Background: an optimization exercise with open tools, aiming at small area and a short achievable clock period. Do not read the settings as production practice.
Where RTL was checked, it was by simulation tests only, not by an equivalence proof against the original.

// montgomery_kyber
module montgomery_kyber(clk, a, b, out);
input clk;
input [11:0] a, b;
output [11:0] out;
wire n0;
k_nand2 un0 (.a(a[0]), .b(b[0]), .y(n0));
wire n1;
k_nand2 un1 (.a(a[0]), .b(b[1]), .y(n1));
wire n2;
k_nand2 un2 (.a(a[0]), .b(b[2]), .y(n2));
wire n3;
k_nand2 un3 (.a(a[0]), .b(b[3]), .y(n3));
wire n4;
k_nand2 un4 (.a(a[0]), .b(b[4]), .y(n4));
wire n5;
k_nand2 un5 (.a(a[0]), .b(b[5]), .y(n5));
wire n6;
k_nand2 un6 (.a(a[0]), .b(b[6]), .y(n6));
wire n7;
k_nand2 un7 (.a(a[0]), .b(b[7]), .y(n7));
wire n8;
k_nand2 un8 (.a(a[0]), .b(b[8]), .y(n8));
wire n9;
k_nand2 un9 (.a(a[0]), .b(b[9]), .y(n9));
wire n10;
k_nand2 un10 (.a(a[0]), .b(b[10]), .y(n10));
wire n11;
k_nand2 un11 (.a(a[0]), .b(b[11]), .y(n11));
wire n12;
k_nand2 un12 (.a(a[1]), .b(b[0]), .y(n12));
wire n13;
k_nand2 un13 (.a(a[1]), .b(b[1]), .y(n13));
wire n14;
k_nand2 un14 (.a(a[1]), .b(b[2]), .y(n14));
wire n15;
k_nand2 un15 (.a(a[1]), .b(b[3]), .y(n15));
wire n16;
k_nand2 un16 (.a(a[1]), .b(b[4]), .y(n16));
wire n17;
k_nand2 un17 (.a(a[1]), .b(b[5]), .y(n17));
wire n18;
k_nand2 un18 (.a(a[1]), .b(b[6]), .y(n18));
wire n19;
k_nand2 un19 (.a(a[1]), .b(b[7]), .y(n19));
wire n20;
k_nand2 un20 (.a(a[1]), .b(b[8]), .y(n20));
wire n21;
k_nand2 un21 (.a(a[1]), .b(b[9]), .y(n21));
wire n22;
k_nand2 un22 (.a(a[1]), .b(b[10]), .y(n22));
wire n23;
k_nand2 un23 (.a(a[1]), .b(b[11]), .y(n23));
wire n24;
k_nand2 un24 (.a(a[2]), .b(b[0]), .y(n24));
wire n25;
k_nand2 un25 (.a(a[2]), .b(b[1]), .y(n25));
wire n26;
k_nand2 un26 (.a(a[2]), .b(b[2]), .y(n26));
wire n27;
k_nand2 un27 (.a(a[2]), .b(b[3]), .y(n27));
wire n28;
k_nand2 un28 (.a(a[2]), .b(b[4]), .y(n28));
wire n29;
k_nand2 un29 (.a(a[2]), .b(b[5]), .y(n29));
wire n30;
k_nand2 un30 (.a(a[2]), .b(b[6]), .y(n30));
wire n31;
k_nand2 un31 (.a(a[2]), .b(b[7]), .y(n31));
wire n32;
k_nand2 un32 (.a(a[2]), .b(b[8]), .y(n32));
wire n33;
k_nand2 un33 (.a(a[2]), .b(b[9]), .y(n33));
  ...
Size in the first run: about 700 cells after synthesis, ~24 flip-flops, roughly 37 I/O pins, roughly 6200 sq um of cells after synthesis.
make LEC_CHECK=0 CAP_MARGIN=20 CORE_MARGIN=2 CORE_UTILIZATION=40 SETUP_SLACK_MARGIN=5 SLEW_MARGIN=20 SYNTH_HIERARCHICAL=1 SYNTH_MINIMUM_KEEP_SIZE=0 finish   # period 12.0 ns
run.sh (not shown) runs the stock make flow with config.mk's settings and CLKGATE_MAP_FILE= SYNTH_SCRIPT=/design/flow/synth_recipe.tcl, a recipe that flattens the netlist after the stock synthesis.
Next try:
==> flow/flow/run.sh (new file) <==
#!/bin/bash
set -euo pipefail
MARGIN=${MARGIN:-5.75}
BUF=${BUF:-sky130_fd_sc_hd__buf_1}
bash standard.sh "SETUP_SLACK_MARGIN=$MARGIN" \
  "BUFFER_PORTS_ARGS=-buffer_cell $BUF" finish > flow_make.log 2>&1
==> flow/standard.sh (new file) <==
#!/bin/bash
# synth_recipe.tcl (not shown) runs the flow's synth.tcl, then flattens the netlist and writes it again
# the make line also repeats each setting of config.mk as NAME=value (left out here)
make -C /OpenROAD-flow-scripts/flow DESIGN_CONFIG=/design/flow/config.mk WORK_HOME=/design/flow/orfs CLKGATE_MAP_FILE= SYNTH_SCRIPT=/design/flow/synth_recipe.tcl "${@:-finish}"
removed: flow/run.sh
After rerunning: Wire length went up by 2.7%. Sequential cell count stays the same. Sequential share of layout area decreases by 0.17 points. Worst setup slack improves by 0.67 ns. Hold slack gets worse by 0.18 ns. Maximum frequency rose by 11%. Global-route usage goes up by 0.25 points.


run 1:
Another version of the RTL of montgomery_kyber (not shown whole).
For scale: ~650 cells after synthesis, about 37 I/O pins.
export LEC_CHECK = 0
export CAP_MARGIN = 20
export CORE_MARGIN = 2
export CORE_UTILIZATION = 55
export CTS_BUF_LIST = sky130_fd_sc_hd__clkbuf_4 sky130_fd_sc_hd__clkbuf_8
export SETUP_SLACK_MARGIN = 5
export SLEW_MARGIN = 20
export SYNTH_HIERARCHICAL = 1
export SYNTH_MINIMUM_KEEP_SIZE = 0
create_clock -name core_clock -period 12.0 [get_ports {clk}]
standard.sh (not shown) runs the stock make flow with config.mk's settings and CLKGATE_MAP_FILE= SYNTH_SCRIPT=/design/flow/synth_recipe.tcl, a recipe that flattens the netlist after the stock synthesis.
==> flow/flow/run.sh <==
#!/bin/bash
set -euo pipefail
MARGIN=${MARGIN:-5.75}
BUF=${BUF:-sky130_fd_sc_hd__buf_1}
HERE=$(cd "$(dirname "$0")" && pwd)
bash standard.sh "SETUP_SLACK_MARGIN=$MARGIN" \
  "BUFFER_PORTS_ARGS=-buffer_cell $BUF" \
  "PRE_FLOORPLAN_TCL=$HERE/downsize.tcl" finish > flow_make.log 2>&1
==> flow/flow/downsize.tcl <==
# Before floorplanning: set every combinational cell to its smallest drive
# strength (x1) so that repair_timing sizes up only the cells that need it.
# Flip-flops are left as synthesis made them.
set db [ord::get_db]
set n 0
foreach inst [[ord::get_db_block] getInsts] {
  set m [[$inst getMaster] getName]
  if {[regexp {^(sky130_fd_sc_hd__[a-z0-9]+)_([0-9]+)$} $m -> base sz] && $sz > 1 && ![string match "*__df*" $base] && ![string match "*__dl*" $base]} {
    set new [$db findMaster ${base}_1]
    if {$new ne "NULL"} {
      $inst swapMaster $new
      incr n
    }
  }
}
puts "downsize: $n cells set to x1"
> inputs changed (run 1 -> run 2)
- changing CORE_UTILIZATION from 55 to 40
## What came out
The die of run 2 is larger than the one used in run 1. Between run 2 and run 1, it is run 2 whose buffering overhead is lower, by 0.55 points. Summary of the comparison: buffer count excluding the clock tree in the final layout is lower in run 2, relative to run 1.
For run 3, these inputs were changed with respect to run 2:
- CORE_UTILIZATION changed from 40 to 30
==> results.txt <==
Run 3 vs. run 2: setup slack shows a reduction of 0.018 ns, total length of routed wires shows a reduction of about 0.6%. As far as largest driver fanout on the critical path is concerned, run 3 and run 2 perform about the same.


montgomery_kyber, a different RTL version from the one above (not shown whole).
Size in the first run: about 660 cells after synthesis, roughly 37 I/O pins.
clock: 12.0 ns
lec_check: 0
cap_margin: 20
core_margin: 2
core_utilization: 40
cts_buf_list: sky130_fd_sc_hd__clkbuf_4 sky130_fd_sc_hd__clkbuf_8
setup_slack_margin: 5
slew_margin: 20
synth_hierarchical: 1
synth_minimum_keep_size: 0
==> flow/flow/run.sh <==
#!/bin/bash
set -euo pipefail
MARGIN=${MARGIN:-5.9}
BUF=${BUF:-sky130_fd_sc_hd__buf_1}
RECOVER=${RECOVER:-0}
bash standard.sh "SETUP_SLACK_MARGIN=$MARGIN" \
  "BUFFER_PORTS_ARGS=-buffer_cell $BUF" "RECOVER_POWER=$RECOVER" finish > flow_make.log 2>&1
Then changed:
==> flow/flow/run.sh (replaced) <==
#!/bin/bash
set -euo pipefail
MARGIN=${MARGIN:-5.82}
BUF=${BUF:-sky130_fd_sc_hd__buf_1}
HERE=$(cd "$(dirname "$0")" && pwd)
bash standard.sh "SETUP_SLACK_MARGIN=$MARGIN" \
  "BUFFER_PORTS_ARGS=-buffer_cell $BUF" \
  "PRE_FLOORPLAN_TCL=$HERE/downsize.tcl" finish > flow_make.log 2>&1
==> flow/flow/downsize.tcl (new file) <==
# Before floorplanning: set every combinational cell to its smallest drive
# strength (x1) so that repair_timing sizes up only the cells that need it.
# Flip-flops are left as synthesis made them.
set db [ord::get_db]
set n 0
foreach inst [[ord::get_db_block] getInsts] {
  set m [[$inst getMaster] getName]
  if {[regexp {^(sky130_fd_sc_hd__[a-z0-9]+)_([0-9]+)$} $m -> base sz] && $sz > 1 && ![string match "*__df*" $base] && ![string match "*__dl*" $base]} {
    set new [$db findMaster ${base}_1]
    if {$new ne "NULL"} {
      $inst swapMaster $new
      incr n
    }
  }
}
puts "downsize: $n cells set to x1"
Result: The changed run finished clean. Core utilization falls by 0.63 points. Via count falls by 3.2%. Wire length falls by 8.5%. Flip-flop and latch count stays the same.
Then changed:
--- a/flow/flow/run.sh
+++ b/flow/flow/run.sh
@@ -1,5 +1,5 @@
 #!/bin/bash
 set -euo pipefail
-MARGIN=${MARGIN:-5.82}
+MARGIN=${MARGIN:-5.6}
 BUF=${BUF:-sky130_fd_sc_hd__buf_1}
 HERE=$(cd "$(dirname "$0")" && pwd)
Outcome: The changed run went through all stages and came out clean; setup slack is worse by 0.18 ns; die area is unchanged; hold slack is better by 0.066 ns; sequential share of layout area is about the same.
Then changed:
--- a/flow/flow/run.sh
+++ b/flow/flow/run.sh
@@ -1,5 +1,5 @@
 #!/bin/bash
 set -euo pipefail
-MARGIN=${MARGIN:-5.6}
+MARGIN=${MARGIN:-5.9}
 BUF=${BUF:-sky130_fd_sc_hd__buf_1}
 HERE=$(cd "$(dirname "$0")" && pwd)
Outcome: Worst setup slack improves by 0.16 ns. Die area is unchanged. Final area increases by 2.7%. Via count climbs by 1.4%. Wire length goes up by 3.1%. Worst hold slack gets worse by 0.067 ns. First-iteration DRC count falls by 4.7%.


build 73:
Another version of the RTL of montgomery_kyber (not shown whole).
For scale: about 680 cells after synthesis, about 25 flip-flops, ~37 I/O pins, about 5900 sq um of cells after synthesis.
Settings: LEC_CHECK=0, CAP_MARGIN=20, CORE_MARGIN=2, CORE_UTILIZATION=40, CTS_BUF_LIST=sky130_fd_sc_hd__clkbuf_4 sky130_fd_sc_hd__clkbuf_8, SETUP_SLACK_MARGIN=5, SLEW_MARGIN=20, SYNTH_HIERARCHICAL=1, SYNTH_MINIMUM_KEEP_SIZE=0; clock period 12.0 ns.
==> flow/flow/run.sh <==
#!/bin/bash
set -euo pipefail
MARGIN=${MARGIN:-5.75}
BUF=${BUF:-sky130_fd_sc_hd__buf_1}
RECOVER=${RECOVER:-0}
bash standard.sh "SETUP_SLACK_MARGIN=$MARGIN" \
  "BUFFER_PORTS_ARGS=-buffer_cell $BUF" "RECOVER_POWER=$RECOVER" finish > flow_make.log 2>&1
Edits applied to the flow inputs when going from build 73 to build 86:
-- flow/flow/run.sh --
<<< build 73, line 3
MARGIN=${MARGIN:-5.75}
>>> build 86, line 3
MARGIN=${MARGIN:-6.0}
--- outcome ---
- Worst setup slack on build 86 is up relative to build 73.
- Global-route usage over all layers in build 86 is 0.55 points higher than in build 73
- Build 73 -> build 86: clock buffer and inverter area fraction after layout flat
- The final reports for build 86 and build 73 show number of standard cells in the layout, taps in and fillers out higher in the former.
- Going from build 73 to build 86, share of the clock period used by the worst path after layout has decreased, sequential share of layout area has decreased.
- [compare] base=build 73 new=build 86: final critical path time including I/O delays and setup down 0.075 ns; final weighted congestion in routability-driven placement down about 1.1%.
The inputs of build 60 differ from those of build 86 as listed below.
Settings: CORE_UTILIZATION changed from 40 to 55.
-- flow/flow/run.sh --
<<< build 86, line 3
MARGIN=${MARGIN:-6.0}
>>> build 60, line 3
MARGIN=${MARGIN:-5.75}
### Flow results
- In build 60, the cell area came out about 7% below the value in build 86.
- Lower largest fanout on the critical path was reported by build 60, not build 86.
- From build 86 to build 60 the numbers moved as follows: synthesis-to-finish area growth now sits lower.


== v45 ==
montgomery_kyber, a different RTL version from the one above (not shown whole).
For scale: about 730 cells after synthesis, about 24 flip-flops, ~37 I/O pins, ~6300 µm² of cells after synthesis.
Design montgomery_kyber, start of the top module:
module montgomery_kyber(clk, a, b, out);
input clk;
input [11:0] a, b;
output [11:0] out;
wire n0;
k_nand2 un0 (.a(a[0]), .b(b[0]), .y(n0));
wire n1;
k_nand2 un1 (.a(a[0]), .b(b[1]), .y(n1));
wire n2;
k_nand2 un2 (.a(a[0]), .b(b[2]), .y(n2));
wire n3;
k_nand2 un3 (.a(a[0]), .b(b[3]), .y(n3));
wire n4;
k_nand2 un4 (.a(a[0]), .b(b[4]), .y(n4));
wire n5;
k_nand2 un5 (.a(a[0]), .b(b[5]), .y(n5));
wire n6;
k_nand2 un6 (.a(a[0]), .b(b[6]), .y(n6));
wire n7;
k_nand2 un7 (.a(a[0]), .b(b[7]), .y(n7));
wire n8;
k_nand2 un8 (.a(a[0]), .b(b[8]), .y(n8));
wire n9;
k_nand2 un9 (.a(a[0]), .b(b[9]), .y(n9));
wire n10;
k_nand2 un10 (.a(a[0]), .b(b[10]), .y(n10));
wire n11;
k_nand2 un11 (.a(a[0]), .b(b[11]), .y(n11));
wire n12;
k_nand2 un12 (.a(a[1]), .b(b[0]), .y(n12));
wire n13;
k_nand2 un13 (.a(a[1]), .b(b[1]), .y(n13));
wire n14;
k_nand2 un14 (.a(a[1]), .b(b[2]), .y(n14));
wire n15;
k_nand2 un15 (.a(a[1]), .b(b[3]), .y(n15));
wire n16;
k_nand2 un16 (.a(a[1]), .b(b[4]), .y(n16));
wire n17;
k_nand2 un17 (.a(a[1]), .b(b[5]), .y(n17));
wire n18;
k_nand2 un18 (.a(a[1]), .b(b[6]), .y(n18));
wire n19;
k_nand2 un19 (.a(a[1]), .b(b[7]), .y(n19));
wire n20;
k_nand2 un20 (.a(a[1]), .b(b[8]), .y(n20));
wire n21;
  ...
clock: 12.0 ns
lec_check: 0
cap_margin: 20
core_margin: 2
core_utilization: 40
setup_slack_margin: 5
slew_margin: 20
synth_hierarchical: 1
synth_minimum_keep_size: 0
run.sh (not shown) runs the stock make flow with config.mk's settings and CLKGATE_MAP_FILE= SYNTH_SCRIPT=/design/flow/synth_recipe.tcl, a recipe that flattens the netlist after the stock synthesis.
Stock flow here: none of the scripts above is used.
v45 finished every stage and its layout cleared the timing, DRC and antenna checks.
Edits applied to the flow inputs when going from v45 to v16:
==> flow/flow/run.sh (new file) <==
#!/bin/bash
set -euo pipefail
MARGIN=${MARGIN:-5.5}
bash standard.sh "SETUP_SLACK_MARGIN=$MARGIN" \
  "BUFFER_PORTS_ARGS=-buffer_cell sky130_fd_sc_hd__buf_1" finish > flow_make.log 2>&1
==> flow/standard.sh (new file) <==
#!/bin/bash
# synth_recipe.tcl (not shown) runs the flow's synth.tcl, then flattens the netlist and writes it again
# the make line also repeats each setting of config.mk as NAME=value (left out here)
make -C /OpenROAD-flow-scripts/flow DESIGN_CONFIG=/design/flow/config.mk WORK_HOME=/design/flow/orfs CLKGATE_MAP_FILE= SYNTH_SCRIPT=/design/flow/synth_recipe.tcl "${@:-finish}"
removed: flow/run.sh
v16 vs v45 on final routed wirelength across all metal layers: v16 is the higher one. From v45 to v16 the numbers moved as follows: sequential share of layout area was more or less identical, met2 track demand over resource went down by 0.22 points, via count of the first global-routing pass went up by 143. Compared with v45, in v16 final cell count without fillers shows an increase of 0.71%; fmax increased 0.0077 GHz.
For v51, these inputs were changed with respect to v16:
==> flow/flow/run.sh <==
#!/bin/bash
set -euo pipefail
MARGIN=${MARGIN:-5}
bash standard.sh "SETUP_SLACK_MARGIN=$MARGIN" \
  "BUFFER_PORTS_ARGS=-buffer_cell sky130_fd_sc_hd__buf_1" finish > flow_make.log 2>&1
==> comparison <==
- Looking at area of all placed cells without fillers across both flows, v51 is the stronger of the two, with v16 trailing.
- Compared with v16, in v51 total area of multi-input combinational cells has decreased, routed metal-1 wire length fell 0.39%.
## Diff of input files: v21 against v51
==> flow/flow/run.sh <==
#!/bin/bash
set -euo pipefail
MARGIN=${MARGIN:-6.5}
bash standard.sh "SETUP_SLACK_MARGIN=$MARGIN" \
  "BUFFER_PORTS_ARGS=-buffer_cell sky130_fd_sc_hd__buf_1" finish > flow_make.log 2>&1
Notes after the runs:
v51 and v21 ended up with nearly the same post-detailed-route via-to-cell ratio. From v51 to v21 the numbers moved as follows: sum of routed wire segments on met1 now sits higher; final number of setup-violating endpoints held steady. For the multi-input gate share of the layout cell area, v21 came in 9.3 points lower than v51 did. Worst hold slack on v21 is behind v51. v21 | status: complete | timing, DRC, antenna: pass.
No run of this note included a check of the RTL's function; only the layout flow was run.

## port drivers added, routing unchanged
In the flow no input, the clock included, has a driving cell. The finished layouts below were timed again as built, in two steps.
Step 1: set_driving_cell puts a clkbuf_16 on clk and a buf_2 on each other input, an assumption about the parent block.
Step 2 moves the port delays by t, midway between the first and last clock arrival at a register: inputs arrive t later, outputs are due t later. That takes back most of the time a late clock gives input paths.
Slacks: ideal / step 1 / step 2; pairs: ideal / step 1.
run	shift t [ns]	slack for setup (ns)	latest minus earliest clock arrival (ns)	worst data-port slew with drivers (ns)
the first run of note 1	0.284	5.185 / 5.199 / 4.915	0.002 / 0.002	0.03
the second run of note 1	0.285	5.851 / 5.865 / 5.580	0.001 / 0.002	0.03
run 1	0.291	5.902 / 5.908 / 5.616	0.009 / 0.009	0.03
run 2	0.293	5.943 / 5.932 / 5.643	0.002 / 0.002	0.04
run 3	0.286	5.926 / 5.934 / 5.648	0.002 / 0.002	0.04
the first run of note 3	0.280	6.031 / 6.036 / 5.755	0.003 / 0.003	0.04
the second run of note 3	0.281	5.982 / 5.987 / 5.705	0.002 / 0.001	0.03
the third run of note 3	0.281	5.806 / 5.815 / 5.534	0.002 / 0.001	0.03
the fourth run of note 3	0.281	5.966 / 5.973 / 5.692	0.001 / 0.001	0.03
build 73	0.281	5.936 / 5.939 / 5.658	0.001 / 0.001	0.03
build 86	0.293	6.012 / 5.984 / 5.821	0.001 / 0.001	0.05
build 60	0.288	5.888 / 5.858 / 5.623	0.004 / 0.004	0.03
v45	0.287	5.286 / 5.297 / 5.012	0.002 / 0.002	0.03
v16	0.290	5.616 / 5.623 / 5.333	0.002 / 0.002	0.04
v51	0.288	5.234 / 5.244 / 4.956	0.002 / 0.002	0.03
v21	0.283	5.855 / 5.814 / 5.531	0.002 / 0.002	0.07
After both steps setup and hold are still met in every run listed. The setup slack of v21, which loses most, moves by -0.041 ns with the drivers and by -0.324 ns with both steps.
